What follows belongs to an exercise in optimizing a design on an open flow for small area, a short achievable clock period and few clock cycles per item; a production flow would make more cautious choices. Where RTL was checked, it was by simulation tests only, not by an equivalence proof against the original. For runs 1 to 3, only the layout was checked, not whether the RTL still works. No activity file was given, so power comes from the tool's default toggle rates.

[config.mk]
export PLATFORM = sky130hd
export DESIGN_NAME = assignment
export DESIGN_NICKNAME = assignment
export VERILOG_FILES = /design/flow/design.v
export SDC_FILE = /design/flow/constraint.sdc
export NUM_CORES = 4
export LEC_CHECK = 0
export CAP_MARGIN = 20
export CORE_MARGIN = 2
export CORE_UTILIZATION = 65
export SLEW_MARGIN = 20
export SYNTH_HIERARCHICAL = 1
export SYNTH_MINIMUM_KEEP_SIZE = 0
[constraint.sdc]
create_clock -name core_clock -period 12.5 [get_ports {clk}]
set_input_delay 2.5000 -clock core_clock [delete_from_list [all_inputs] [get_ports {clk}]]
set_output_delay 2.5000 -clock core_clock [all_outputs]
set_load 0.01 [all_outputs]
[design.v]
module fa_cell (
    input  logic a,
    input  logic b,
    input  logic ci,
    output logic s,
    output logic co
);
    assign s  = a ^ b ^ ci;
    assign co = (a & b) | (a & ci) | (b & ci);
endmodule
module assignment (
    input logic clk,
    input logic NRST,
    input logic start,
    input logic [10:0] A,
    input logic [10:0] B,
    output logic [20:0] result,
    output logic ready
);
    logic        busy;
    logic        accept;
    logic [10:0] a_value;
    logic [9:0]  b_mod;
    logic [9:0]  b_mod_next;
    logic [20:0] row0, row1;
    logic pp_0_0;
    logic pp_0_1;
    logic pp_0_2;
    logic pp_0_3;
    logic pp_0_4;
    logic pp_0_5;
    logic pp_0_6;
    logic pp_0_7;
    logic pp_0_8;
    logic pp_0_9;
    logic pp_1_0;
    logic pp_1_1;
    logic pp_1_2;
    logic pp_1_3;
    logic pp_1_4;
    logic pp_1_5;
    logic pp_1_6;
    logic pp_1_7;
    logic pp_1_8;
    logic pp_1_9;
    logic pp_2_0;
    logic pp_2_1;
    logic pp_2_2;
    logic pp_2_3;
    logic pp_2_4;
    logic pp_2_5;
    logic pp_2_6;
    logic pp_2_7;
    logic pp_2_8;
    logic pp_2_9;
    logic pp_3_0;
    logic pp_3_1;
    logic pp_3_2;
    logic pp_3_3;
    logic pp_3_4;
    logic pp_3_5;
    logic pp_3_6;
    logic pp_3_7;
    logic pp_3_8;
    logic pp_3_9;
    logic pp_4_0;
    logic pp_4_1;
    logic pp_4_2;
    logic pp_4_3;
    logic pp_4_4;
    logic pp_4_5;
    logic pp_4_6;
    logic pp_4_7;
    logic pp_4_8;
    logic pp_4_9;
    logic pp_5_0;
    logic pp_5_1;
    logic pp_5_2;
    logic pp_5_3;
    logic pp_5_4;
    logic pp_5_5;
    logic pp_5_6;
    logic pp_5_7;
    logic pp_5_8;
    logic pp_5_9;
    logic pp_6_0;
    logic pp_6_1;
    logic pp_6_2;
    logic pp_6_3;
    logic pp_6_4;
    logic pp_6_5;
    logic pp_6_6;
    logic pp_6_7;
    logic pp_6_8;
    logic pp_6_9;
    logic pp_7_0;
    logic pp_7_1;
    logic pp_7_2;
    logic pp_7_3;
    logic pp_7_4;
    logic pp_7_5;
    logic pp_7_6;
    logic pp_7_7;
    logic pp_7_8;
    logic pp_7_9;
    logic pp_8_0;
    logic pp_8_1;
    logic pp_8_2;
    logic pp_8_3;
    logic pp_8_4;
    logic pp_8_5;
    logic pp_8_6;
    logic pp_8_7;
    logic pp_8_8;
    logic pp_8_9;
    logic pp_9_0;
    logic pp_9_1;
    logic pp_9_2;
    logic pp_9_3;
    logic pp_9_4;
    logic pp_9_5;
    logic pp_9_6;
    logic pp_9_7;
    logic pp_9_8;
    logic pp_9_9;
    logic pp_10_0;
    logic pp_10_1;
    logic pp_10_2;
    logic pp_10_3;
    logic pp_10_4;
    logic pp_10_5;
    logic pp_10_6;
    logic pp_10_7;
    logic pp_10_8;
    logic pp_10_9;
    logic s1;
    logic c2;
    logic s3;
    logic c4;
    logic s5;
    logic c6;
    logic s7;
    logic c8;
    logic s9;
    logic c10;
    logic s11;
    logic c12;
    logic s13;
    logic c14;
    logic s15;
    logic c16;
    logic s17;
    logic c18;
    logic s19;
    logic c20;
    logic s21;
    logic c22;
    logic s23;
    logic c24;
    logic s25;
    logic c26;
    logic s27;
    logic c28;
    logic s29;
    logic c30;
    logic s31;
    logic c32;
    logic s33;
    logic c34;
    logic s35;
    logic c36;
    logic s37;
    logic c38;
    logic s39;
    logic c40;
    logic s41;
    logic c42;
    logic s43;
    logic c44;
    logic s45;
    logic c46;
    logic s47;
    logic c48;
    logic s49;
    logic c50;
    logic s51;
    logic c52;
    logic s53;
    logic c54;
    logic s55;
    logic c56;
    logic s57;
    logic c58;
    logic s59;
    logic c60;
    logic s61;
    logic c62;
    logic s63;
    logic c64;
    logic s65;
    logic c66;
    logic s67;
    logic c68;
    logic s69;
    logic c70;
    logic s71;
    logic c72;
    logic s73;
    logic c74;
    logic s75;
    logic c76;
    logic s77;
    logic c78;
    logic s79;
    logic c80;
    logic s81;
    logic c82;
    logic s83;
    logic c84;
    logic s85;
    logic c86;
    logic s87;
    logic c88;
    logic s89;
    logic c90;
    logic s91;
    logic c92;
    logic s93;
    logic c94;
    logic s95;
    logic c96;
    logic s97;
    logic c98;
    logic s99;
    logic c100;
    logic s101;
    logic c102;
    logic s103;
    logic c104;
    logic s105;
    logic c106;
    logic s107;
    logic c108;
    logic s109;
    logic c110;
    logic s111;
    logic c112;
    logic s113;
    logic c114;
    logic s115;
    logic c116;
    logic s117;
    logic c118;
    logic s119;
    logic c120;
    logic s121;
    logic c122;
    logic s123;
    logic c124;
    logic s125;
    logic c126;
    logic s127;
    logic c128;
    logic s129;
    logic c130;
    logic s131;
    logic c132;
    logic s133;
    logic c134;
    logic s135;
    logic c136;
    logic s137;
    logic c138;
    logic s139;
    logic c140;
    logic s141;
    logic c142;
    logic s143;
    logic c144;
    logic s145;
    logic c146;
    logic s147;
    logic c148;
    logic s149;
    logic c150;
    logic s151;
    logic c152;
    logic s153;
    logic c154;
    logic s155;
    logic c156;
    logic s157;
    logic c158;
    logic s159;
    logic c160;
    assign accept = start & ~busy;
    always_comb begin
        if (B >= 11'd2000)      b_mod_next = 10'(B - 11'd2000);
        else if (B >= 11'd1000) b_mod_next = 10'(B - 11'd1000);
        else                    b_mod_next = B[9:0];
    end
    always_ff @(posedge clk) begin
        if (accept) begin
            a_value <= A;
            b_mod   <= b_mod_next;
        end
    end
    assign pp_0_0 = ~(a_value[0] & b_mod[0]);
    assign pp_0_1 = ~(a_value[0] & b_mod[1]);
    assign pp_0_2 = ~(a_value[0] & b_mod[2]);
    assign pp_0_3 = ~(a_value[0] & b_mod[3]);
    assign pp_0_4 = ~(a_value[0] & b_mod[4]);
    assign pp_0_5 = ~(a_value[0] & b_mod[5]);
    assign pp_0_6 = ~(a_value[0] & b_mod[6]);
    assign pp_0_7 = ~(a_value[0] & b_mod[7]);
    assign pp_0_8 = ~(a_value[0] & b_mod[8]);
    assign pp_0_9 = ~(a_value[0] & b_mod[9]);
    assign pp_1_0 = ~(a_value[1] & b_mod[0]);
    assign pp_1_1 = ~(a_value[1] & b_mod[1]);
    assign pp_1_2 = ~(a_value[1] & b_mod[2]);
    assign pp_1_3 = ~(a_value[1] & b_mod[3]);
    assign pp_1_4 = ~(a_value[1] & b_mod[4]);
    assign pp_1_5 = ~(a_value[1] & b_mod[5]);
    assign pp_1_6 = ~(a_value[1] & b_mod[6]);
    assign pp_1_7 = ~(a_value[1] & b_mod[7]);
    assign pp_1_8 = ~(a_value[1] & b_mod[8]);
    assign pp_1_9 = ~(a_value[1] & b_mod[9]);
    assign pp_2_0 = ~(a_value[2] & b_mod[0]);
    assign pp_2_1 = ~(a_value[2] & b_mod[1]);
    assign pp_2_2 = ~(a_value[2] & b_mod[2]);
    assign pp_2_3 = ~(a_value[2] & b_mod[3]);
    assign pp_2_4 = ~(a_value[2] & b_mod[4]);
    assign pp_2_5 = ~(a_value[2] & b_mod[5]);
    assign pp_2_6 = ~(a_value[2] & b_mod[6]);
    assign pp_2_7 = ~(a_value[2] & b_mod[7]);
    assign pp_2_8 = ~(a_value[2] & b_mod[8]);
    assign pp_2_9 = ~(a_value[2] & b_mod[9]);
    assign pp_3_0 = ~(a_value[3] & b_mod[0]);
    assign pp_3_1 = ~(a_value[3] & b_mod[1]);
    assign pp_3_2 = ~(a_value[3] & b_mod[2]);
    assign pp_3_3 = ~(a_value[3] & b_mod[3]);
    assign pp_3_4 = ~(a_value[3] & b_mod[4]);
    assign pp_3_5 = ~(a_value[3] & b_mod[5]);
    assign pp_3_6 = ~(a_value[3] & b_mod[6]);
    assign pp_3_7 = ~(a_value[3] & b_mod[7]);
    assign pp_3_8 = ~(a_value[3] & b_mod[8]);
    assign pp_3_9 = ~(a_value[3] & b_mod[9]);
    assign pp_4_0 = ~(a_value[4] & b_mod[0]);
    assign pp_4_1 = ~(a_value[4] & b_mod[1]);
    assign pp_4_2 = ~(a_value[4] & b_mod[2]);
    assign pp_4_3 = ~(a_value[4] & b_mod[3]);
    assign pp_4_4 = ~(a_value[4] & b_mod[4]);
    assign pp_4_5 = ~(a_value[4] & b_mod[5]);
    assign pp_4_6 = ~(a_value[4] & b_mod[6]);
    assign pp_4_7 = ~(a_value[4] & b_mod[7]);
    assign pp_4_8 = ~(a_value[4] & b_mod[8]);
    assign pp_4_9 = ~(a_value[4] & b_mod[9]);
    assign pp_5_0 = ~(a_value[5] & b_mod[0]);
    assign pp_5_1 = ~(a_value[5] & b_mod[1]);
    assign pp_5_2 = ~(a_value[5] & b_mod[2]);
    assign pp_5_3 = ~(a_value[5] & b_mod[3]);
    assign pp_5_4 = ~(a_value[5] & b_mod[4]);
    assign pp_5_5 = ~(a_value[5] & b_mod[5]);
    assign pp_5_6 = ~(a_value[5] & b_mod[6]);
    assign pp_5_7 = ~(a_value[5] & b_mod[7]);
    assign pp_5_8 = ~(a_value[5] & b_mod[8]);
    assign pp_5_9 = ~(a_value[5] & b_mod[9]);
    assign pp_6_0 = ~(a_value[6] & b_mod[0]);
    assign pp_6_1 = ~(a_value[6] & b_mod[1]);
    assign pp_6_2 = ~(a_value[6] & b_mod[2]);
    assign pp_6_3 = ~(a_value[6] & b_mod[3]);
    assign pp_6_4 = ~(a_value[6] & b_mod[4]);
    assign pp_6_5 = ~(a_value[6] & b_mod[5]);
    assign pp_6_6 = ~(a_value[6] & b_mod[6]);
    assign pp_6_7 = ~(a_value[6] & b_mod[7]);
    assign pp_6_8 = ~(a_value[6] & b_mod[8]);
    assign pp_6_9 = ~(a_value[6] & b_mod[9]);
    assign pp_7_0 = ~(a_value[7] & b_mod[0]);
    assign pp_7_1 = ~(a_value[7] & b_mod[1]);
    assign pp_7_2 = ~(a_value[7] & b_mod[2]);
    assign pp_7_3 = ~(a_value[7] & b_mod[3]);
    assign pp_7_4 = ~(a_value[7] & b_mod[4]);
    assign pp_7_5 = ~(a_value[7] & b_mod[5]);
    assign pp_7_6 = ~(a_value[7] & b_mod[6]);
    assign pp_7_7 = ~(a_value[7] & b_mod[7]);
    assign pp_7_8 = ~(a_value[7] & b_mod[8]);
    assign pp_7_9 = ~(a_value[7] & b_mod[9]);
    assign pp_8_0 = ~(a_value[8] & b_mod[0]);
    assign pp_8_1 = ~(a_value[8] & b_mod[1]);
    assign pp_8_2 = ~(a_value[8] & b_mod[2]);
    assign pp_8_3 = ~(a_value[8] & b_mod[3]);
    assign pp_8_4 = ~(a_value[8] & b_mod[4]);
    assign pp_8_5 = ~(a_value[8] & b_mod[5]);
    assign pp_8_6 = ~(a_value[8] & b_mod[6]);
    assign pp_8_7 = ~(a_value[8] & b_mod[7]);
    assign pp_8_8 = ~(a_value[8] & b_mod[8]);
    assign pp_8_9 = ~(a_value[8] & b_mod[9]);
    assign pp_9_0 = ~(a_value[9] & b_mod[0]);
    assign pp_9_1 = ~(a_value[9] & b_mod[1]);
    assign pp_9_2 = ~(a_value[9] & b_mod[2]);
    assign pp_9_3 = ~(a_value[9] & b_mod[3]);
    assign pp_9_4 = ~(a_value[9] & b_mod[4]);
    assign pp_9_5 = ~(a_value[9] & b_mod[5]);
    assign pp_9_6 = ~(a_value[9] & b_mod[6]);
    assign pp_9_7 = ~(a_value[9] & b_mod[7]);
    assign pp_9_8 = ~(a_value[9] & b_mod[8]);
    assign pp_9_9 = ~(a_value[9] & b_mod[9]);
    assign pp_10_0 = ~(a_value[10] & b_mod[0]);
    assign pp_10_1 = ~(a_value[10] & b_mod[1]);
    assign pp_10_2 = ~(a_value[10] & b_mod[2]);
    assign pp_10_3 = ~(a_value[10] & b_mod[3]);
    assign pp_10_4 = ~(a_value[10] & b_mod[4]);
    assign pp_10_5 = ~(a_value[10] & b_mod[5]);
    assign pp_10_6 = ~(a_value[10] & b_mod[6]);
    assign pp_10_7 = ~(a_value[10] & b_mod[7]);
    assign pp_10_8 = ~(a_value[10] & b_mod[8]);
    assign pp_10_9 = ~(a_value[10] & b_mod[9]);
    fa_cell u_fa1 (.a(pp_0_9), .b(pp_1_8), .ci(pp_2_7), .s(s1), .co(c2));
    fa_cell u_fa2 (.a(pp_10_0), .b(pp_1_9), .ci(pp_2_8), .s(s3), .co(c4));
    fa_cell u_fa3 (.a(pp_10_1), .b(pp_2_9), .ci(pp_3_8), .s(s5), .co(c6));
    fa_cell u_fa4 (.a(pp_0_6), .b(pp_1_5), .ci(pp_2_4), .s(s7), .co(c8));
    fa_cell u_fa5 (.a(pp_0_7), .b(pp_1_6), .ci(pp_2_5), .s(s9), .co(c10));
    fa_cell u_fa6 (.a(pp_3_4), .b(pp_4_3), .ci(pp_5_2), .s(s11), .co(c12));
    fa_cell u_fa7 (.a(pp_0_8), .b(pp_1_7), .ci(pp_2_6), .s(s13), .co(c14));
    fa_cell u_fa8 (.a(pp_3_5), .b(pp_4_4), .ci(pp_5_3), .s(s15), .co(c16));
    fa_cell u_fa9 (.a(pp_6_2), .b(pp_7_1), .ci(pp_8_0), .s(s17), .co(c18));
    fa_cell u_fa10 (.a(pp_3_6), .b(pp_4_5), .ci(pp_5_4), .s(s19), .co(c20));
    fa_cell u_fa11 (.a(pp_6_3), .b(pp_7_2), .ci(pp_8_1), .s(s21), .co(c22));
    fa_cell u_fa12 (.a(pp_9_0), .b(s1), .ci(c14), .s(s23), .co(c24));
    fa_cell u_fa13 (.a(pp_3_7), .b(pp_4_6), .ci(pp_5_5), .s(s25), .co(c26));
    fa_cell u_fa14 (.a(pp_6_4), .b(pp_7_3), .ci(pp_8_2), .s(s27), .co(c28));
    fa_cell u_fa15 (.a(pp_9_1), .b(c2), .ci(s3), .s(s29), .co(c30));
    fa_cell u_fa16 (.a(pp_4_7), .b(pp_5_6), .ci(pp_6_5), .s(s31), .co(c32));
    fa_cell u_fa17 (.a(pp_7_4), .b(pp_8_3), .ci(pp_9_2), .s(s33), .co(c34));
    fa_cell u_fa18 (.a(c4), .b(s5), .ci(c26), .s(s35), .co(c36));
    fa_cell u_fa19 (.a(pp_10_2), .b(pp_3_9), .ci(pp_4_8), .s(s37), .co(c38));
    fa_cell u_fa20 (.a(pp_5_7), .b(pp_6_6), .ci(pp_7_5), .s(s39), .co(c40));
    fa_cell u_fa21 (.a(pp_8_4), .b(pp_9_3), .ci(c6), .s(s41), .co(c42));
    fa_cell u_fa22 (.a(pp_10_3), .b(pp_4_9), .ci(pp_5_8), .s(s43), .co(c44));
    fa_cell u_fa23 (.a(pp_6_7), .b(pp_7_6), .ci(pp_8_5), .s(s45), .co(c46));
    fa_cell u_fa24 (.a(pp_10_4), .b(pp_5_9), .ci(pp_6_8), .s(s47), .co(c48));
    fa_cell u_fa25 (.a(pp_0_4), .b(pp_1_3), .ci(pp_2_2), .s(s49), .co(c50));
    fa_cell u_fa26 (.a(pp_0_5), .b(pp_1_4), .ci(pp_2_3), .s(s51), .co(c52));
    fa_cell u_fa27 (.a(pp_3_2), .b(pp_4_1), .ci(pp_5_0), .s(s53), .co(c54));
    fa_cell u_fa28 (.a(pp_3_3), .b(pp_4_2), .ci(pp_5_1), .s(s55), .co(c56));
    fa_cell u_fa29 (.a(pp_6_0), .b(s7), .ci(c52), .s(s57), .co(c58));
    fa_cell u_fa30 (.a(pp_6_1), .b(pp_7_0), .ci(c8), .s(s59), .co(c60));
    fa_cell u_fa31 (.a(s11), .b(s9), .ci(c56), .s(s61), .co(c62));
    fa_cell u_fa32 (.a(c10), .b(c12), .ci(s13), .s(s63), .co(c64));
    fa_cell u_fa33 (.a(s15), .b(s17), .ci(c60), .s(s65), .co(c66));
    fa_cell u_fa34 (.a(c16), .b(c18), .ci(s19), .s(s67), .co(c68));
    fa_cell u_fa35 (.a(s21), .b(s23), .ci(c64), .s(s69), .co(c70));
    fa_cell u_fa36 (.a(c20), .b(c22), .ci(s25), .s(s71), .co(c72));
    fa_cell u_fa37 (.a(s27), .b(c24), .ci(s29), .s(s73), .co(c74));
    fa_cell u_fa38 (.a(c28), .b(s31), .ci(s33), .s(s75), .co(c76));
    fa_cell u_fa39 (.a(c30), .b(s35), .ci(c72), .s(s77), .co(c78));
    fa_cell u_fa40 (.a(c32), .b(c34), .ci(s37), .s(s79), .co(c80));
    fa_cell u_fa41 (.a(s39), .b(c36), .ci(s41), .s(s81), .co(c82));
    fa_cell u_fa42 (.a(pp_9_4), .b(c38), .ci(c40), .s(s83), .co(c84));
    fa_cell u_fa43 (.a(s43), .b(s45), .ci(c42), .s(s85), .co(c86));
    fa_cell u_fa44 (.a(pp_7_7), .b(pp_8_6), .ci(pp_9_5), .s(s87), .co(c88));
    fa_cell u_fa45 (.a(c44), .b(c46), .ci(s47), .s(s89), .co(c90));
    fa_cell u_fa46 (.a(pp_10_5), .b(pp_6_9), .ci(pp_7_8), .s(s91), .co(c92));
    fa_cell u_fa47 (.a(pp_8_7), .b(pp_9_6), .ci(c48), .s(s93), .co(c94));
    fa_cell u_fa48 (.a(pp_10_6), .b(pp_7_9), .ci(pp_8_8), .s(s95), .co(c96));
    fa_cell u_fa49 (.a(pp_0_3), .b(pp_1_2), .ci(pp_2_1), .s(s97), .co(c98));
    fa_cell u_fa50 (.a(pp_3_1), .b(pp_4_0), .ci(s49), .s(s99), .co(c100));
    fa_cell u_fa51 (.a(c50), .b(s51), .ci(s53), .s(s101), .co(c102));
    fa_cell u_fa52 (.a(c54), .b(s55), .ci(s57), .s(s103), .co(c104));
    fa_cell u_fa53 (.a(c58), .b(s59), .ci(s61), .s(s105), .co(c106));
    fa_cell u_fa54 (.a(c62), .b(s63), .ci(s65), .s(s107), .co(c108));
    fa_cell u_fa55 (.a(s67), .b(c66), .ci(s69), .s(s109), .co(c110));
    fa_cell u_fa56 (.a(c68), .b(s71), .ci(c70), .s(s111), .co(c112));
    fa_cell u_fa57 (.a(s75), .b(c74), .ci(s77), .s(s113), .co(c114));
    fa_cell u_fa58 (.a(c76), .b(s79), .ci(s81), .s(s115), .co(c116));
    fa_cell u_fa59 (.a(c80), .b(s83), .ci(c82), .s(s117), .co(c118));
    fa_cell u_fa60 (.a(s87), .b(c84), .ci(s89), .s(s119), .co(c120));
    fa_cell u_fa61 (.a(c88), .b(s91), .ci(c90), .s(s121), .co(c122));
    fa_cell u_fa62 (.a(pp_9_7), .b(c92), .ci(s95), .s(s123), .co(c124));
    fa_cell u_fa63 (.a(pp_10_7), .b(pp_8_9), .ci(pp_9_8), .s(s125), .co(c126));
    fa_cell u_fa64 (.a(pp_0_2), .b(pp_1_1), .ci(pp_2_0), .s(s127), .co(c128));
    fa_cell u_fa65 (.a(pp_3_0), .b(s97), .ci(c128), .s(s129), .co(c130));
    fa_cell u_fa66 (.a(c98), .b(s99), .ci(c130), .s(s131), .co(c132));
    fa_cell u_fa67 (.a(c100), .b(s101), .ci(c132), .s(s133), .co(c134));
    fa_cell u_fa68 (.a(c102), .b(s103), .ci(c134), .s(s135), .co(c136));
    fa_cell u_ha1 (.a(c104), .b(s105), .ci(1'b1), .s(s137), .co(c138));
    fa_cell u_fa69 (.a(c106), .b(s107), .ci(c138), .s(s139), .co(c140));
    fa_cell u_ha2 (.a(c108), .b(s109), .ci(1'b1), .s(s141), .co(c142));
    fa_cell u_fa70 (.a(s73), .b(c110), .ci(s111), .s(s143), .co(c144));
    fa_cell u_ha3 (.a(c112), .b(s113), .ci(1'b1), .s(s145), .co(c146));
    fa_cell u_fa71 (.a(c78), .b(c114), .ci(s115), .s(s147), .co(c148));
    fa_cell u_fa72 (.a(s85), .b(s117), .ci(c116), .s(s149), .co(c150));
    fa_cell u_fa73 (.a(c86), .b(s119), .ci(c118), .s(s151), .co(c152));
    fa_cell u_fa74 (.a(s93), .b(s121), .ci(c120), .s(s153), .co(c154));
    fa_cell u_fa75 (.a(c94), .b(s123), .ci(c122), .s(s155), .co(c156));
    fa_cell u_fa76 (.a(c96), .b(s125), .ci(c124), .s(s157), .co(c158));
    fa_cell u_fa77 (.a(pp_10_8), .b(pp_9_9), .ci(c126), .s(s159), .co(c160));
    assign row0 = {1'b1, pp_10_9, s159, s157, s155, s153, c150, c148, c146, s145, c142, c140, s139, s137, s135, s133, s131, s129, s127, pp_0_1, pp_0_0};
    assign row1 = {1'b1, c160, c158, c156, c154, c152, s151, s149, s147, c144, s143, s141, 1'b1, c136, 1'b1, 1'b1, 1'b1, 1'b1, 1'b1, pp_1_0, 1'b1};
    logic [9:0] blk0;
    assign blk0 = ~({1'b0, row0[8:0]} + {1'b0, row1[8:0]} + 10'd1);
    logic [4:0] blk1;
    assign blk1 = ~({1'b0, row0[12:9]} + {1'b0, row1[12:9]} + 5'd1);
    logic [4:0] blk2;
    assign blk2 = ~({1'b0, row0[16:13]} + {1'b0, row1[16:13]} + 5'd1);
    logic [4:0] blk3;
    assign blk3 = ~({1'b0, row0[20:17]} + {1'b0, row1[20:17]} + 5'd1);
    logic [20:0] sum_q;
    logic [2:0] gen_q;
    logic [2:1] prop_q;
    always_ff @(posedge clk) begin
        sum_q[8:0] <= blk0[8:0];
        gen_q[0] <= blk0[9];
        sum_q[12:9] <= blk1[3:0];
        gen_q[1] <= blk1[4];
        prop_q[1] <= &(row0[12:9] ^ row1[12:9]);
        sum_q[16:13] <= blk2[3:0];
        gen_q[2] <= blk2[4];
        prop_q[2] <= &(row0[16:13] ^ row1[16:13]);
        sum_q[20:17] <= blk3[3:0];
    end
    logic [3:1] cin;
    assign cin[1] = gen_q[0];
    assign cin[2] = (gen_q[0] & prop_q[1]) | gen_q[1];
    assign cin[3] = (gen_q[0] & prop_q[1] & prop_q[2]) | (gen_q[1] & prop_q[2]) | gen_q[2];
    assign result[8:0] = sum_q[8:0];
    assign result[12:9] = sum_q[12:9] + 4'(cin[1]);
    assign result[16:13] = sum_q[16:13] + 4'(cin[2]);
    assign result[20:17] = sum_q[20:17] + 4'(cin[3]);
    always_ff @(posedge clk or negedge NRST) begin
        if (!NRST) begin
            busy  <= 1'b0;
            ready <= 1'b0;
        end else begin
            busy  <= accept;
            ready <= busy | (ready & ~start);
        end
    end
endmodule
[flow/run.sh]
#!/bin/bash
# The standard layout (the standard.sh: ORFS synthesis to final layout),
# with smaller port buffers and no clock-tree dummy loads.
set -euo pipefail
export BUFFER_PORTS_ARGS="-buffer_cell ${PORT_BUF:-sky130_fd_sc_hd__buf_1}"
export CTS_ARGS="-sink_clustering_enable -repair_clock_nets -dont_use_dummy_load -buf_list sky130_fd_sc_hd__clkbuf_8"
bash standard.sh > standard.log 2>&1
[standard.sh]
#!/bin/bash
# synth_recipe.tcl (not shown) runs the flow's synth.tcl, then flattens the netlist and writes it again
# the make line also repeats each setting of config.mk as NAME=value (left out here)
make -C /OpenROAD-flow-scripts/flow DESIGN_CONFIG=/design/flow/config.mk WORK_HOME=/design/flow/orfs CLKGATE_MAP_FILE= SYNTH_SCRIPT=/design/flow/synth_recipe.tcl "${@:-finish}"
==> impl_metrics.csv, run 1 <==
group,metric,value,unit
route,first_pass_iters,6,
finish,final_common_cell,"nand2_1",
global_routing,gr-total-overflow,0,
clock_network,cts.sinks,49,
clock_network,cts_tree,"yes",
die,dieArea,0.00754,mm^2
route,drt-initial-drc-count,179,
synthesis,yosysWarnings,7,
route,num_vias,3000,
synthesis,synthFlopType,"dfxtp_1",
sta,finalClockSkew,0.00593,ns
clock_network,numCtsBuffers,5,
route,routedWlPerCell,16.2,um
clock_network,clkSlewWorstSetupHoldPaths,0.08,ns
die,die_height,86.8,um
finish,nFillCells,533,
die,initial_utilization,0.664,
sta,worst_pin_slew,0.596,ns
clock_network,ctsHoldBuffers,0,
synthesis,synthesis.area,0.00446,mm^2
synthesis,ys_seq_elements,49,
route,drc,0,
sta,post-route-period-util,0.339,
worst_setup_path,end_kind,"flop",
worst_setup_path,critPathKind,"reg2reg",
route,drt.antenna.violating_nets,0,
worst_setup_path,worstPathRequired,12.74,ns
sta,hold_viol,0,
finish,area_delta_synth_final,4.43,%
global_routing,grt_max_degree,23,
global_routing,track_usage,0.250,
finish,diodes,0,
power,p_leak,0.00177,uW
power,powerDensity,183,mW/mm^2
place,place_ws,8.06,ns
place,port_buffers,46,
synthesis,ys_seq_area_frac,0.269,
clock_network,cts_resized,0,
worst_setup_path,worstPathCellList,"nand2_1 -> fa_1 -> fa_1 -> fa_1 -> fa_1 -> fa_1 -> inv_1 -> ha_1 -> inv_1 -> fa_1 -> a21o_1 -> a21oi_1",
min_path,hold_path_class,"reg2reg",
finish,drive_gt1_frac,0.0162,
sta,finalSetupViolCount,0,
clock_network,cts_setup_buffers,0,
place,hpwl,6410,um
sta,rsz0062_at_grt,"no",
sta,max_freq,236,MHz
route,wirelength,8330,um
synthesis,synth_edf_count,21,
global_routing,first_global_vias,3145,
sta,fin_setup_tns,0,ns
worst_setup_path,crit_top_cell,"fa_1",
synthesis,ys_async_sr_fraction,0.0408,
run_status,status,"no timing/DRC/antenna violations",
worst_setup_path,path_max_fanout,11,
route,vias_per_cell,5.85,
sta,final_period_minus_worst_setup_slack,4.23,ns
worst_setup_path,cp_slowest_cell,"fa_1",
worst_setup_path,start_kind,"flop",
synthesis,synth.distinct_cells,39,
sta,slew_headroom,0.603,
die,coreArea,0.00672,mm^2
worst_setup_path,arrival,4.47,ns
clock_network,root_buffer,"clkbuf_8",
die,rows,30,
worst_setup_path,slowest_delay,0.59,ns
run,drv_cap,0,
sta,final-max-slew-violation-count,0,
synthesis,avgSynthCellArea,10.8,um^2
global_routing,grt_pass1_wl,14500,um
clock_network,htreeDepth,2,
die,dieWidth,86.8,um
global_routing,grt_antenna_before_repair,0,
power,peakVddDrop,123,uV
clock_network,clk_path_buf_depth,2,
finish,most-common-layout-cells,"113 x nand2_1, 83 x fa_1, 46 x buf_1",
clock_network,clkLatencyLatePin,0.30,ns
sta,setup_slack,8.27,ns
finish,fin_nets,569,
place,gp_congestion,0.873,
die,num_io_pins,47,
synthesis,postSynthCellCount,412,
worst max-delay path: cells and delay by family (launching register included):
| family | cells | cell delay (ns) |
|---|---|---|
| fa+ha+maj | 7 | 3.01 |
| flops | 1 | 0.58 |
| compound gates | 2 | 0.32 |
| simple gates | 1 | 0.14 |
| buf+inv | 2 | 0.13 |
stage by stage:
stage	power, uW	hold slack [ns]	cell area [um^2]	utilization	std cells
global route	951	0.491	4660	0.693	513
finish	851	0.465	4660	0.693	513
CTS	863	0.470	4660	0.693	513
global placement	756	0.439	4590	0.683	508
detailed placement	775	0.451	4590	0.683	508
floorplan	670	0.429	4470	-	414
Yosys cell counts, types with 2 or more instances:
master | n | area share
nand3_1 | 8 | 0.0090
nor4_1 | 2 | 0.0028
fa_1 | 83 | 0.37
clkbuf_1 | 23 | 0.019
buf_4 | 9 | 0.015
a211oi_1 | 3 | 0.0051
inv_1 | 19 | 0.016
dfrtp_1 | 2 | 0.011
edfxtp_1 | 21 | 0.14
a21oi_1 | 9 | 0.010
o21ai_0 | 5 | 0.0056
nand2_1 | 113 | 0.095
dfxtp_1 | 26 | 0.12
a21o_1 | 8 | 0.013
ha_1 | 26 | 0.073
a211o_1 | 2 | 0.0039
and2_1 | 3 | 0.0042
nor3_1 | 4 | 0.0045
a31oi_1 | 2 | 0.0028
nor2_1 | 5 | 0.0042
and4_1 | 3 | 0.0059
xor2_1 | 7 | 0.014
o22a_1 | 2 | 0.0039
xnor2_1 | 12 | 0.024
per-module statistics from Yosys, one instance, submodules excluded:
module	cell area [um^2]	cells inside	flip-flops and latches	times used
fa_cell	20.0	1	0	80
assignment	2860	332	49	1
cell type report:
class	instances	area (um^2)	share of cell area
timing repair buffer	47	180	0.0387
clock buffer	5	68.8	0.0148
inverter	19	71.3	0.0153
multi-input combinational	313	3040	0.652
sequential	49	1200	0.258
tap	80	100	0.0215
layer usage:
metal  part of all wire  routed length [um]  up-vias  global-route usage
met4              0.017                 142        0              0.0838
met5                  0                   0        -                   0
met3              0.052                 431       14              0.0343
met2               0.54                4490      119               0.436
met1               0.39                3270     1509               0.321
li1                   -                   -     1358                   -
flip-flops by register name (all words and copies together), names as in the netlist:
| name | flops |
|---|---|
| prop_q | 2 |
| gen_q | 3 |
| b_mod | 10 |
| a_value | 11 |
| busy | 1 |
| ready | 1 |
| sum_q | 21 |
power breakdown:
part	switching, uW	internal (uW)	leakage [uW]
registers	26.4	218	0.000442
logic	273	248	0.00129
clock network	49.4	36.2	0.0000359
worst paths after layout:
check | startpoint | endpoint | slack, ns | depth (start not counted)
worst min register to register | busy$_DFF_PN0_ | ready$_DFF_PN0_ | 0.47 | 1
worst max register to register | b_mod[9]$_DFFE_PP_ | gen_q[1]$_DFF_P_ | 8.27 | 12
worst max-delay path | b_mod[9]$_DFFE_PP_ | gen_q[1]$_DFF_P_ | 8.27 | 12
max in group asynchronous | NRST | busy$_DFF_PN0_ | 10.41 | 1
worst min-delay path | busy$_DFF_PN0_ | ready$_DFF_PN0_ | 0.47 | 1
min in group asynchronous | NRST | ready$_DFF_PN0_ | 1.97 | 1
logic make-up (layout without fill, tap and decap cells):
group                    count (synthesis)  after routing  synth area share
AO/OA/AOI/OAI                           40             40            0.0612
XOR/XNOR                                19             19            0.0373
adder cells (fa/ha/maj)                109            109             0.446
buffers and inverters                   52             71            0.0516
flip-flops                              49             49             0.269
other                                    1              3          0.000841
AND/OR/NAND/NOR                        142            142             0.134
==> run 2: changes to the inputs <==
--- a/design.v
+++ b/design.v
@@ -294,11 +294,21 @@
     logic s159;
     logic c160;
     assign accept = start & ~busy;
-    always_comb begin
-        if (B >= 11'd2000)      b_mod_next = 10'(B - 11'd2000);
-        else if (B >= 11'd1000) b_mod_next = 10'(B - 11'd1000);
-        else                    b_mod_next = B[9:0];
-    end
+    logic       b_ge_1000, b_ge_2000, b_q1, b_f;
+    logic [6:0] h;
+    assign h = B[9:3];
+    assign b_ge_2000 = B[10] & B[9] & B[8] & B[7] & B[6] & (B[5] | B[4]);
+    assign b_ge_1000 = B[10] | (B[9] & B[8] & B[7] & B[6] & B[5] & (B[4] | B[3]));
+    assign b_q1 = b_ge_1000 & ~b_ge_2000;
+    assign b_f = (b_ge_2000 & (h[1] | h[2])) | (b_q1 & (h[0] | h[1]) & h[2]);
+    assign b_mod_next[2:0] = B[2:0];
+    assign b_mod_next[3] = h[0] ^ b_q1;
+    assign b_mod_next[4] = h[1] ^ (b_ge_2000 | (b_q1 & ~h[0]));
+    assign b_mod_next[5] = h[2] ^ ((b_ge_2000 & ~h[1]) | (b_q1 & (h[0] | h[1])));
+    assign b_mod_next[6] = h[3] ^ b_f;
+    assign b_mod_next[7] = h[4] ^ (b_f & h[3]);
+    assign b_mod_next[8] = h[5] ^ (b_f & h[3] & h[4]);
+    assign b_mod_next[9] = h[6] ^ (b_f & h[3] & h[4] & h[5]);
     always_ff @(posedge clk) begin
         if (accept) begin
             a_value <= A;
@@ -501,10 +511,10 @@
     assign blk0 = ~({1'b0, row0[8:0]} + {1'b0, row1[8:0]} + 10'd1);
     logic [4:0] blk1;
     assign blk1 = ~({1'b0, row0[12:9]} + {1'b0, row1[12:9]} + 5'd1);
-    logic [4:0] blk2;
-    assign blk2 = ~({1'b0, row0[16:13]} + {1'b0, row1[16:13]} + 5'd1);
-    logic [4:0] blk3;
-    assign blk3 = ~({1'b0, row0[20:17]} + {1'b0, row1[20:17]} + 5'd1);
+    logic [5:0] blk2;
+    assign blk2 = ~({1'b0, row0[17:13]} + {1'b0, row1[17:13]} + 6'd1);
+    logic [3:0] blk3;
+    assign blk3 = ~({1'b0, row0[20:18]} + {1'b0, row1[20:18]} + 4'd1);
     logic [20:0] sum_q;
     logic [2:0] gen_q;
     logic [2:1] prop_q;
@@ -514,10 +524,10 @@
         sum_q[12:9] <= blk1[3:0];
         gen_q[1] <= blk1[4];
         prop_q[1] <= &(row0[12:9] ^ row1[12:9]);
-        sum_q[16:13] <= blk2[3:0];
-        gen_q[2] <= blk2[4];
-        prop_q[2] <= &(row0[16:13] ^ row1[16:13]);
-        sum_q[20:17] <= blk3[3:0];
+        sum_q[17:13] <= blk2[4:0];
+        gen_q[2] <= blk2[5];
+        prop_q[2] <= &(row0[17:13] ^ row1[17:13]);
+        sum_q[20:18] <= blk3[2:0];
     end
     logic [3:1] cin;
     assign cin[1] = gen_q[0];
@@ -525,8 +535,8 @@
     assign cin[3] = (gen_q[0] & prop_q[1] & prop_q[2]) | (gen_q[1] & prop_q[2]) | gen_q[2];
     assign result[8:0] = sum_q[8:0];
     assign result[12:9] = sum_q[12:9] + 4'(cin[1]);
-    assign result[16:13] = sum_q[16:13] + 4'(cin[2]);
-    assign result[20:17] = sum_q[20:17] + 4'(cin[3]);
+    assign result[17:13] = sum_q[17:13] + 5'(cin[2]);
+    assign result[20:18] = sum_q[20:18] + 3'(cin[3]);
     always_ff @(posedge clk or negedge NRST) begin
         if (!NRST) begin
             busy  <= 1'b0;
==> run 2 against run 1 <==
Compared with the run above: wire length down 12%; highest routed layer unchanged; critical endpoint unchanged; synthesized cell count is 5.1% lower; clock power shrank 2.6%; core utilization rose by 1.2 points; final area is 3.9% lower.
==> impl_metrics.csv, run 2 <==
group,metric,value,unit
worst_setup_path,cp.depth,12,
route,vias_per_cell,5.50,
worst_setup_path,worstPathRequired,12.67,ns
synthesis,avgSynthCellArea,10.9,um^2
worst_setup_path,crit_top_cell,"fa_1",
die,num_io_pins,47,
synthesis,synth_top_area_share,0.388,
clock_network,cts_tree,"yes",
power,totalPowerFinal,856,uW
synthesis,yosysWarnings,7,
worst_setup_path,r2r-start,"b_mod[9]$_DFFE_PP_",
die,die_height,85.1,um
synthesis,ys_seq_area_frac,0.281,
synthesis,synthFlopType,"dfxtp_1",
synthesis,ys_seq_elements,49,
finish,top_regs,"sum_q (21), a_value (11), b_mod (10)",
sta,final_period_minus_worst_setup_slack,4.24,ns
worst_setup_path,cp_slowest_cell,"fa_1",
power,p_comb_frac,0.619,
worst_setup_path,ff2ff_path_depth,12,
route,drt-initial-drc-count,218,
worst_setup_path,startpoint,"b_mod[9]$_DFFE_PP_",
die,initial_utilization,0.674,
synthesis,synth_area_leader_cell,"fa_1",
worst_setup_path,r2r-end,"gen_q[1]$_DFF_P_",
sta,finalClockSkew,0.0304,ns
finish,regMostFlops,"sum_q",
place,gp_congestion,0.881,
route,drc,0,
route,wirelength,7340,um
sta,finalSetupViolCount,0,
die,rows,29,
min_path,worstHoldStart,"busy$_DFF_PN0_",
global_routing,track_usage,0.237,
clock_network,clkLatencyLatePin,0.31,ns
worst_setup_path,r2r_slack,8.26,ns
clock_network,cts_resized,0,
finish,most-common-layout-cells,"115 x nand2_1, 83 x fa_1, 46 x buf_1",
finish,final_common_cell,"nand2_1",
min_path,hold_path_depth,1,
clock_network,numCtsBuffers,5,
sta,final-max-slew-violation-count,0,
route,num_vias,2695,
place,port_buffers,46,
die,dieArea,0.00725,mm^2
power,p_leak,0.00173,uW
synthesis,synthesis.area,0.00428,mm^2
sta,hold_viol,0,
clock_network,root_buffer,"clkbuf_8",
synthesis,ys_async_sr_fraction,0.0408,
sta,rsz0062_at_grt,"no",
global_routing,first_global_vias,2926,
finish,largest_register_ffs,21,
synthesis,synth.distinct_cells,33,
sta,post-route-period-util,0.340,
synthesis,synth_top_cells_by_area,"fa_1 39%, edfxtp_1 15%, dfxtp_1 12%",
global_routing,grt_pass1_wl,13400,um
global_routing,grt_antenna_before_repair,0,
sta,max_freq,236,MHz
clock_network,clkSlewWorstSetupHoldPaths,0.10,ns
power,powerDensity,191,mW/mm^2
clock_network,cts_setup_buffers,0,
power,peakVddDrop,201,uV
power,internal_power,500,uW
sta,fin_setup_tns,0,ns
clock_network,clk_path_buf_depth,2,
clock_network,cts.sinks,49,
clock_network,htreeDepth,2,
finish,area_delta_synth_final,4.62,%
power,p_sw,356,uW
finish,drive_gt1_frac,0.0218,
power,seqPwrFrac,0.284,
min_path,hold_path_class,"reg2reg",
finish,diodes,0,
run,drv_cap,0,
clock_network,ctsHoldBuffers,0,
synthesis,synth_edf_count,21,
route,first_pass_iters,4,
power,clock_power_share,0.097,
min_path,hold_path_end,"ready$_DFF_PN0_",
worst_setup_path,end_kind,"flop",
worst_setup_path,arrival,4.41,ns
worst_setup_path,worstPathCellList,"nand2_1 -> fa_1 -> fa_1 -> fa_1 -> fa_1 -> fa_1 -> inv_1 -> ha_1 -> fa_1 -> inv_1 -> a21o_1 -> a21oi_1",
synthesis,synthTopCellsByCount,"115 x nand2_1, 83 x fa_1, 26 x dfxtp_1",
die,dieWidth,85.1,um
worst_setup_path,start_kind,"flop",
place,hpwl,5900,um
finish,fin_nets,546,
global_routing,gr-total-overflow,0,
worst_setup_path,critPathKind,"reg2reg",
global_routing,grt_max_degree,23,
worst_setup_path,cp.buffers_inverters,2,
worst_setup_path,path_max_fanout,11,
synthesis,yosysMostFrequentCell,"nand2_1",
die,coreArea,0.00635,mm^2
route,routedWlPerCell,15.0,um
synthesis,postSynthCellCount,391,
worst_setup_path,slowest_delay,0.58,ns
run_status,status,"no timing/DRC/antenna violations",
worst_setup_path,path_delay_family,"adder cells",
power,swShare,0.415,
route,drt.antenna.violating_nets,0,
==> run 2: worst max path at each step <==
stage,end,slack [ns]
after global routing,gen_q[1]$_DFF_P_,8.06
after global placement,gen_q[1]$_DFF_P_,8.35
after detailed placement,gen_q[1]$_DFF_P_,8.29
after floorplan,gen_q[1]$_DFF_P_,8.40
after CTS,gen_q[1]$_DFF_P_,8.26
final,gen_q[1]$_DFF_P_,8.26
==> run 2: cells by family (layout without fill, tap and decap cells) <==
| group | count (synthesis) | count (layout) | synth area share |
|---|---|---|---|
| simple gates | 139 | 139 | 0.136 |
| fa+ha+maj | 106 | 106 | 0.456 |
| buf+inv | 52 | 72 | 0.0538 |
| flops | 49 | 49 | 0.281 |
| compound gates | 28 | 28 | 0.0406 |
| xor+xnor | 16 | 16 | 0.0327 |
| other cells | 1 | 3 | 0.000876 |
==> run 2: per-layer routing <==
layer	up-vias	part of all wire	track usage
met1	1338	0.41	0.314
li1	1255	-	-
met4	0	0.023	0.0808
met2	87	0.51	0.403
met5	-	0	0
met3	15	0.056	0.0389
==> run 2: area by class of cell <==
class,instances,area [um^2]
Clock buffer,5,68.8
Fill cell,507,1870
Inverter,20,75.1
Multi-Input combinational cell,292,2860
Sequential cell,49,1200
Tap cell,77,96.3
Timing Repair Buffer,47,180
==> run 2: Yosys stat by module (local to each module, per instance) <==
module      copies in the design  cells inside  flops+latches  area, um^2
fa_cell                       80             1              0        20.0
assignment                     1           311             49        2680
==> run 2: power groups by stage <==
stage / clock network, uW / registers, uW / logic (uW)
after floorplan: 0 / 233 / 444
after global placement: 0 / 246 / 521
after detailed placement: 0 / 247 / 537
after CTS: 87.1 / 244 / 538
after global routing: 91.4 / 248 / 624
final: 83.4 / 243 / 530
==> run 2: metrics by stage <==
step,cells,area [um^2],util,hold WS (ns),worst slack (ns)
global placement,485,4410,0.694,0.436,8.35
floorplan,393,4290,-,0.429,8.40
detailed placement,485,4410,0.694,0.449,8.29
global route,490,4480,0.705,0.497,8.06
finish,490,4480,0.705,0.465,8.26
CTS,490,4480,0.705,0.473,8.26
==> run 3: changes to the inputs <==
--- a/design.v
+++ b/design.v
@@ -509,10 +509,10 @@
     assign row1 = {1'b1, c160, c158, c156, c154, c152, s151, s149, s147, c144, s143, s141, 1'b1, c136, 1'b1, 1'b1, 1'b1, 1'b1, 1'b1, pp_1_0, 1'b1};
     logic [9:0] blk0;
     assign blk0 = ~({1'b0, row0[8:0]} + {1'b0, row1[8:0]} + 10'd1);
-    logic [4:0] blk1;
-    assign blk1 = ~({1'b0, row0[12:9]} + {1'b0, row1[12:9]} + 5'd1);
-    logic [5:0] blk2;
-    assign blk2 = ~({1'b0, row0[17:13]} + {1'b0, row1[17:13]} + 6'd1);
+    logic [5:0] blk1;
+    assign blk1 = ~({1'b0, row0[13:9]} + {1'b0, row1[13:9]} + 6'd1);
+    logic [4:0] blk2;
+    assign blk2 = ~({1'b0, row0[17:14]} + {1'b0, row1[17:14]} + 5'd1);
     logic [3:0] blk3;
     assign blk3 = ~({1'b0, row0[20:18]} + {1'b0, row1[20:18]} + 4'd1);
     logic [20:0] sum_q;
@@ -521,12 +521,12 @@
     always_ff @(posedge clk) begin
         sum_q[8:0] <= blk0[8:0];
         gen_q[0] <= blk0[9];
-        sum_q[12:9] <= blk1[3:0];
-        gen_q[1] <= blk1[4];
-        prop_q[1] <= &(row0[12:9] ^ row1[12:9]);
-        sum_q[17:13] <= blk2[4:0];
-        gen_q[2] <= blk2[5];
-        prop_q[2] <= &(row0[17:13] ^ row1[17:13]);
+        sum_q[13:9] <= blk1[4:0];
+        gen_q[1] <= blk1[5];
+        prop_q[1] <= &(row0[13:9] ^ row1[13:9]);
+        sum_q[17:14] <= blk2[3:0];
+        gen_q[2] <= blk2[4];
+        prop_q[2] <= &(row0[17:14] ^ row1[17:14]);
         sum_q[20:18] <= blk3[2:0];
     end
     logic [3:1] cin;
@@ -534,8 +534,8 @@
     assign cin[2] = (gen_q[0] & prop_q[1]) | gen_q[1];
     assign cin[3] = (gen_q[0] & prop_q[1] & prop_q[2]) | (gen_q[1] & prop_q[2]) | gen_q[2];
     assign result[8:0] = sum_q[8:0];
-    assign result[12:9] = sum_q[12:9] + 4'(cin[1]);
-    assign result[17:13] = sum_q[17:13] + 5'(cin[2]);
+    assign result[13:9] = sum_q[13:9] + 5'(cin[1]);
+    assign result[17:14] = sum_q[17:14] + 4'(cin[2]);
     assign result[20:18] = sum_q[20:18] + 3'(cin[3]);
     always_ff @(posedge clk or negedge NRST) begin
         if (!NRST) begin
==> run 3 against run 2 <==
Compared with the run above: still clean on timing, DRC and antenna; clock skew down 0.0030 ns; power up 2.3%; sequential power about the same; synthesized cell count unchanged; global-route usage down 1.2 points; register-to-register slack worse by 0.18 ns; core utilization unchanged; non-clock buffer count unchanged; wire length down 2.4%; die area unchanged; critical endpoint is now sum_q[13]$_DFF_P_; largest power group unchanged; highest routed layer unchanged.
==> impl_metrics.csv, run 3 <==
group,metric,value,unit
place,place_ws,8.13,ns
synthesis,synthFlopType,"dfxtp_1",
power,peakVddDrop,241,uV
synthesis,synth_top_cells_by_area,"fa_1 39%, edfxtp_1 15%, dfxtp_1 12%",
finish,most-common-layout-cells,"115 x nand2_1, 83 x fa_1, 46 x buf_1",
synthesis,yosysWarnings,7,
die,dieArea,0.00725,mm^2
finish,regMostFlops,"sum_q",
synthesis,synthesis.area,0.00428,mm^2
route,drt-initial-drc-count,234,
place,gp_congestion,0.923,
clock_network,clkLatencyLatePin,0.31,ns
finish,area_delta_synth_final,4.62,%
synthesis,synthTopCellsByCount,"115 x nand2_1, 83 x fa_1, 26 x dfxtp_1",
power,p_leak,0.00173,uW
sta,max_freq,226,MHz
route,routedWlPerCell,14.6,um
route,drt.antenna.violating_nets,0,
worst_setup_path,arrival,4.59,ns
clock_network,clkSlewWorstSetupHoldPaths,0.10,ns
synthesis,synth_area_leader_cell,"fa_1",
route,num_vias,2684,
sta,holdWs,0.481,ns
sta,rsz0062_at_grt,"no",
die,num_io_pins,47,
global_routing,first_global_vias,2903,
route,wirelength,7170,um
clock_network,ctsHoldBuffers,0,
finish,final_common_cell,"nand2_1",
sta,final_period_minus_worst_setup_slack,4.42,ns
synthesis,postSynthCellCount,391,
sta,setup_slack,8.08,ns
die,initial_utilization,0.674,
global_routing,grt_pass1_wl,12800,um
synthesis,ys_async_sr_fraction,0.0408,
power,powerDensity,196,mW/mm^2
worst_setup_path,end_kind,"flop",
sta,finalClockSkew,0.0274,ns
global_routing,gr-total-overflow,0,
clock_network,cts_setup_buffers,0,
finish,largest_register_ffs,21,
clock_network,cts_resized,0,
sta,finalSetupViolCount,0,
finish,fin_nets,546,
run_status,status,"no timing/DRC/antenna violations",
sta,fin_setup_tns,0,ns
global_routing,grt_max_degree,23,
run,drv_cap,0,
sta,post-route-period-util,0.354,
die,dieWidth,85.1,um
sta,hold_viol,0,
synthesis,ys_seq_area_frac,0.281,
synthesis,ys_seq_elements,49,
route,first_pass_iters,4,
finish,top_regs,"sum_q (21), a_value (11), b_mod (10)",
finish,diodes,0,
global_routing,track_usage,0.226,
place,placed_cells,485,
synthesis,synth_top_area_share,0.388,
clock_network,root_buffer,"clkbuf_8",
clock_network,cts_tree,"yes",
synthesis,synth_edf_count,21,
synthesis,avgSynthCellArea,10.9,um^2
min_path,hold_path_class,"reg2reg",
route,drc,0,
global_routing,grt_antenna_before_repair,0,
route,vias_per_cell,5.48,
worst_setup_path,worstPathRequired,12.67,ns
sta,final-max-slew-violation-count,0,
clock_network,htreeDepth,2,
worst_setup_path,start_kind,"flop",
synthesis,yosysMostFrequentCell,"nand2_1",
finish,drive_gt1_frac,0.0218,
worst_setup_path,r2r_slack,8.08,ns
place,hpwl,5890,um
place,port_buffers,46,
clock_network,numCtsBuffers,5,
finish,final-instance-count-excl-fill,490,
worst_setup_path,path_max_fanout,11,
die,coreArea,0.00635,mm^2
clock_network,clk_path_buf_depth,2,
synthesis,synth.distinct_cells,33,
worst_setup_path,critPathKind,"reg2reg",
finish,nFillCells,494,
clock_network,cts.sinks,49,
die,die_height,85.1,um
die,rows,29,
## run 3: cell counts after synthesis
No cell type changed its count.
## run 3: where the power goes
group / switching, uW / total (uW) / internal [uW]
combinational: 296 / 549 / 252
clock: 47.9 / 84.1 / 36.2
sequential: 25.2 / 243 / 218
## run 3: worst max-delay path, stage by stage, from the launching register on
cell      delay [ns]
edfxtp_1        0.56
nand2_1         0.13
fa_1            0.58
fa_1            0.45
fa_1            0.54
fa_1            0.43
fa_1            0.52
inv_1           0.04
ha_1            0.21
fa_1            0.41
inv_1           0.08
a21o_1          0.11
a21oi_1         0.07
xor2_1          0.14
## run 3: per-module statistics from Yosys (local to each module, per instance)
module | cell area [um^2] | flops+latches
fa_cell | 20.0 | 0
assignment | 2680 | 49
## run 3: logic make-up after synthesis
logic type | Yosys count | share of synthesized area
fa+ha+maj | 106 | 0.456
xor+xnor | 16 | 0.0327
other cells | 1 | 0.000876
buf+inv | 52 | 0.0538
flops | 49 | 0.281
compound gates | 28 | 0.0406
simple gates | 139 | 0.136
## run 3: layer usage
layer / global-route usage / up-vias / share of wire
met1: 0.285 / 1349 / 0.40
met2: 0.401 / 65 / 0.54
li1: - / 1257 / -
met5: 0 / - / 0
met4: 0.0606 / 0 / 0.015
met3: 0.0438 / 13 / 0.046
## run 3: area by class of cell
| type | count | area [um^2] | share of cell area |
|---|---|---|---|
| repair buffers | 47 | 180 | 0.0402 |
| flip-flops and latches | 49 | 1200 | 0.268 |
| well taps | 77 | 96.3 | 0.0215 |
| clock buffers | 5 | 68.8 | 0.0154 |
| inverters | 20 | 75.1 | 0.0168 |
| multi-input cells | 292 | 2860 | 0.638 |
## run 3: per-stage QoR
stage	power (uW)	instance area (um^2)	utilization
2_1_floorplan	690	4290	-
3_3_place_gp	785	4410	0.694
3_5_place_dp	808	4410	0.694
4_1_cts	894	4480	0.705
5_1_grt	983	4480	0.705
6_report	875	4480	0.705
## run 3: path summary, 6_finish.rpt
kind,from,cells after the start,to
setup reg to reg,b_mod[9]$_DFFE_PP_,13,sum_q[13]$_DFF_P_
hold reg to reg,busy$_DFF_PN0_,1,ready$_DFF_PN0_
min in group asynchronous,NRST,1,busy$_DFF_PN0_
hold / removal,busy$_DFF_PN0_,1,ready$_DFF_PN0_
max in group asynchronous,NRST,1,ready$_DFF_PN0_
setup / recovery,b_mod[9]$_DFFE_PP_,13,sum_q[13]$_DFF_P_
==> run 4: changes to the inputs <==
--- a/design.v
+++ b/design.v
@@ -507,10 +507,10 @@
     fa_cell u_fa77 (.a(pp_10_8), .b(pp_9_9), .ci(c126), .s(s159), .co(c160));
     assign row0 = {1'b1, pp_10_9, s159, s157, s155, s153, c150, c148, c146, s145, c142, c140, s139, s137, s135, s133, s131, s129, s127, pp_0_1, pp_0_0};
     assign row1 = {1'b1, c160, c158, c156, c154, c152, s151, s149, s147, c144, s143, s141, 1'b1, c136, 1'b1, 1'b1, 1'b1, 1'b1, 1'b1, pp_1_0, 1'b1};
-    logic [9:0] blk0;
-    assign blk0 = ~({1'b0, row0[8:0]} + {1'b0, row1[8:0]} + 10'd1);
-    logic [5:0] blk1;
-    assign blk1 = ~({1'b0, row0[13:9]} + {1'b0, row1[13:9]} + 6'd1);
+    logic [10:0] blk0;
+    assign blk0 = ~({1'b0, row0[9:0]} + {1'b0, row1[9:0]} + 11'd1);
+    logic [4:0] blk1;
+    assign blk1 = ~({1'b0, row0[13:10]} + {1'b0, row1[13:10]} + 5'd1);
     logic [4:0] blk2;
     assign blk2 = ~({1'b0, row0[17:14]} + {1'b0, row1[17:14]} + 5'd1);
     logic [3:0] blk3;
@@ -519,11 +519,11 @@
     logic [2:0] gen_q;
     logic [2:1] prop_q;
     always_ff @(posedge clk) begin
-        sum_q[8:0] <= blk0[8:0];
-        gen_q[0] <= blk0[9];
-        sum_q[13:9] <= blk1[4:0];
-        gen_q[1] <= blk1[5];
-        prop_q[1] <= &(row0[13:9] ^ row1[13:9]);
+        sum_q[9:0] <= blk0[9:0];
+        gen_q[0] <= blk0[10];
+        sum_q[13:10] <= blk1[3:0];
+        gen_q[1] <= blk1[4];
+        prop_q[1] <= &(row0[13:10] ^ row1[13:10]);
         sum_q[17:14] <= blk2[3:0];
         gen_q[2] <= blk2[4];
         prop_q[2] <= &(row0[17:14] ^ row1[17:14]);
@@ -533,8 +533,8 @@
     assign cin[1] = gen_q[0];
     assign cin[2] = (gen_q[0] & prop_q[1]) | gen_q[1];
     assign cin[3] = (gen_q[0] & prop_q[1] & prop_q[2]) | (gen_q[1] & prop_q[2]) | gen_q[2];
-    assign result[8:0] = sum_q[8:0];
-    assign result[13:9] = sum_q[13:9] + 5'(cin[1]);
+    assign result[9:0] = sum_q[9:0];
+    assign result[13:10] = sum_q[13:10] + 4'(cin[1]);
     assign result[17:14] = sum_q[17:14] + 4'(cin[2]);
     assign result[20:18] = sum_q[20:18] + 3'(cin[3]);
     always_ff @(posedge clk or negedge NRST) begin
==> run 4 against run 3 <==
Compared with the run above: still clean on timing, DRC and antenna; register-to-register slack improved by 0.23 ns; clock skew rose by 0.0044 ns; synthesized cell count fell by 0.77%; final cell count fell by 0.82%; global-route usage rose by 1.0 points; maximum frequency rose by 5.4%; first-iteration DRC count fell by 54%; combinational power fell by 3%; critical path type is now reg2out; largest cell class unchanged.
==> impl_metrics.csv, run 4 <==
group,metric,value,unit
synthesis,ys_seq_area_frac,0.281,
synthesis,ys_async_sr_fraction,0.0408,
global_routing,grt_antenna_before_repair,0,
finish,regMostFlops,"sum_q",
clock_network,clkSlewWorstSetupHoldPaths,0.10,ns
worst_setup_path,cp.buffers_inverters,1,
sta,finalClockSkew,0.0318,ns
global_routing,use_met2,0.428,
min_path,worstHoldStart,"busy$_DFF_PN0_",
clock_network,cts_setup_buffers,0,
route,drc,0,
synthesis,synthTopCellsByCount,"111 x nand2_1, 83 x fa_1, 26 x dfxtp_1",
synthesis,synth_area_leader_cell,"fa_1",
finish,final_util,0.703,
power,p_comb_frac,0.620,
worst_setup_path,critPathKind,"reg2out",
place,gp_congestion,0.857,
route,vias_per_cell,5.51,
synthesis,avgSynthCellArea,11.0,um^2
route,drt.antenna.violating_nets,0,
finish,multiInputGateArea,0.00284,mm^2
die,dieWidth,85.1,um
clock_network,cts.sinks,49,
worst_setup_path,r2r_slack,8.31,ns
finish,top_regs,"sum_q (21), a_value (11), b_mod (10)",
worst_setup_path,r2r-start,"b_mod[1]$_DFFE_PP_",
worst_setup_path,slowest_delay,0.32,ns
finish,drive_gt1_frac,0.0220,
sta,max_freq,238,MHz
route,wirelength,7270,um
clock_network,clkLatencyLatePin,0.31,ns
finish,area_delta_synth_final,4.45,%
synthesis,synth_edf_count,21,
finish,diodes,0,
worst_setup_path,end_kind,"primary output",
finish,final_common_cell,"nand2_1",
die,dieArea,0.00724,mm^2
power,swShare,0.414,
clock_network,cts_resized,0,
clock_network,ctsHoldBuffers,0,
power,internal_power,506,uW
min_path,hold_path_class,"reg2reg",
sta,post-route-period-util,0.336,
global_routing,track_usage,0.236,
route,drt-initial-drc-count,107,
run_status,status,"no timing/DRC/antenna violations",
min_path,hold_path_end,"ready$_DFF_PN0_",
synthesis,ys_seq_elements,49,
route,first_pass_iters,4,
worst_setup_path,r2r-end,"sum_q[13]$_DFF_P_",
sta,final_period_minus_worst_setup_slack,4.20,ns
finish,final-instance-count-excl-fill,486,
synthesis,synth_top_cells_by_area,"fa_1 39%, edfxtp_1 15%, dfxtp_1 12%",
place,hpwl,5910,um
synthesis,yosysMostFrequentCell,"nand2_1",
synthesis,yosysWarnings,7,
clock_network,htreeDepth,2,
finish,regArea,0.00120,mm^2
power,totalPowerFinal,863,uW
power,powerDensity,193,mW/mm^2
finish,largest_register_ffs,21,
power,p_leak,0.00173,uW
worst_setup_path,start_kind,"flop",
worst_setup_path,ff2ff_path_depth,10,
sta,setup_slack,8.30,ns
power,clock_power_share,0.098,
clock_network,cts_tree,"yes",
clock_network,numCtsBuffers,5,
worst_setup_path,worstPathCellList,"a21o_1 -> a21o_1 -> ha_1 -> ha_1 -> xor2_1 -> buf_1",
synthesis,postSynthCellCount,388,
clock_network,root_buffer,"clkbuf_8",
worst_setup_path,arrival,1.70,ns
die,coreArea,0.00635,mm^2
place,port_buffers,46,
route,num_vias,2680,
worst_setup_path,worstPathRequired,10.00,ns
global_routing,grt_pass1_wl,13300,um
die,num_io_pins,47,
clock_network,clk_path_buf_depth,2,
global_routing,use_met3,0.0360,
place,placed_cells,481,
power,peakVddDrop,213,uV
synthesis,synth_top_area_share,0.389,
route,routedWlPerCell,15.0,um
global_routing,first_global_vias,2972,
sta,final-max-slew-violation-count,0,
finish,nFillCells,506,
global_routing,grt_max_degree,23,
global_routing,top_usage_layer,"met2",
sta,finalSetupViolCount,0,
run,drv_cap,0,
global_routing,gr-total-overflow,0,
worst_setup_path,path_delay_family,"compound AO/OA/AOI/OAI gates",
synthesis,synthesis.area,0.00427,mm^2
sta,rsz0062_at_grt,"no",
power,p_sw,357,uW
finish,most-common-layout-cells,"111 x nand2_1, 83 x fa_1, 46 x buf_1",
worst_setup_path,path_max_fanout,2,
sta,hold_viol,0,
sta,fin_setup_tns,0,ns
synthesis,synthFlopType,"dfxtp_1",
finish,fin_nets,542,
global_routing,use_met1,0.297,
die,die_height,85.1,um
die,initial_utilization,0.673,
worst_setup_path,cp_slowest_cell,"dfxtp_1",
power,seqPwrFrac,0.283,
place,place_ws,8.37,ns
synthesis,synth.distinct_cells,33,
die,rows,29,
min_path,hold_path_depth,1,
[run 4: logic make-up after synthesis]
family / count (synthesis) / share of synthesized area
DFF: 49 / 0.281
xor gates and xnor gates: 17 / 0.0348
other: 1 / 0.000877
adders and majority gates: 106 / 0.456
AOI/OAI and AO/OA: 23 / 0.0345
and+or+nand+nor: 137 / 0.135
buffers and inverters: 55 / 0.0574
[run 4: stage by stage]
| stage | instance area, um^2 | hold WS, ns |
|---|---|---|
| after floorplan | 4280 | 0.429 |
| after global placement | 4400 | 0.436 |
| after detailed placement | 4400 | 0.450 |
| after CTS | 4460 | 0.474 |
| after global routing | 4460 | 0.495 |
| final | 4460 | 0.469 |
[run 4: worst max-delay path by stage]
| stage | end | from | cells past startpoint |
|---|---|---|---|
| 2_1_floorplan | gen_q[1]$_DFF_P_ | b_mod[9]$_DFFE_PP_ | 13 |
| 4_1_cts | result[20] | gen_q[0]$_DFF_P_ | 6 |
| 3_5_place_dp | sum_q[13]$_DFF_P_ | b_mod[1]$_DFFE_PP_ | 10 |
| 6_report | result[20] | gen_q[0]$_DFF_P_ | 6 |
| 5_1_grt | sum_q[13]$_DFF_P_ | b_mod[9]$_DFFE_PP_ | 10 |
| 3_3_place_gp | gen_q[1]$_DFF_P_ | b_mod[9]$_DFFE_PP_ | 12 |
[run 4: cell type report]
cell class,instances,share of cell area
Timing Repair Buffer,47,0.0404
Multi-Input combinational cell,286,0.635
Inverter,22,0.0185
Tap cell,77,0.0216
Clock buffer,5,0.0154
Sequential cell,49,0.269
[run 4: modules after synthesis (local to each module, per instance)]
module	cells	flip-flops and latches
fa_cell	1	0
assignment	308	49
[run 4: per-layer routing]
metal,vias to the layer above,part of all wire
met4,0,0.012
met5,-,0
met2,80,0.53
met1,1351,0.40
met3,7,0.053
li1,1242,-
[run 4: power groups by stage]
| stage | Combinational [uW] | Clock, uW | Sequential [uW] |
|---|---|---|---|
| 2_1_floorplan | 451 | 0 | 233 |
| 3_3_place_gp | 523 | 0 | 247 |
| 3_5_place_dp | 549 | 0 | 248 |
| 4_1_cts | 551 | 86.6 | 244 |
| 5_1_grt | 629 | 91.1 | 249 |
| 6_report | 535 | 84.4 | 244 |
Testbench counts of run 4, summed over its fixed seeds: cycles 3,200, items 1,600.

-- port drivers added, routing unchanged --
The flow's constraints put no driver on any port. The routed layouts listed below were extracted and timed again, unchanged, in two steps. Step 1, drivers: a clkbuf_16 drives clk and a buf_2 each remaining input, both assumed. Step 2 moves the port delays by t, midway between the first and last clock arrival at a register: inputs arrive t later, outputs are due t later. That takes back most of the time a late clock gives input paths. Slacks: ideal ports / drivers / drivers and shift; pairs: ideal ports / drivers.
| run | t, ns | setup slack, ns | worst register clock-pin slew, ns | worst slew at a driven data input, ns |
|---|---|---|---|---|
| run 1 | 0.329 | 8.267 / 8.259 / 8.020 | 0.08 / 0.08 | 0.04 |
| run 2 | 0.325 | 8.256 / 8.256 / 8.256 | 0.10 / 0.10 | 0.04 |
| run 3 | 0.326 | 8.077 / 8.077 / 8.077 | 0.10 / 0.10 | 0.04 |
| run 4 | 0.322 | 8.305 / 8.274 / 8.312 | 0.10 / 0.10 | 0.04 |
After both steps setup and hold are still met in every run listed. The setup slack of run 1, which loses most, moves by -0.008 ns with the drivers and by -0.247 ns with both steps.
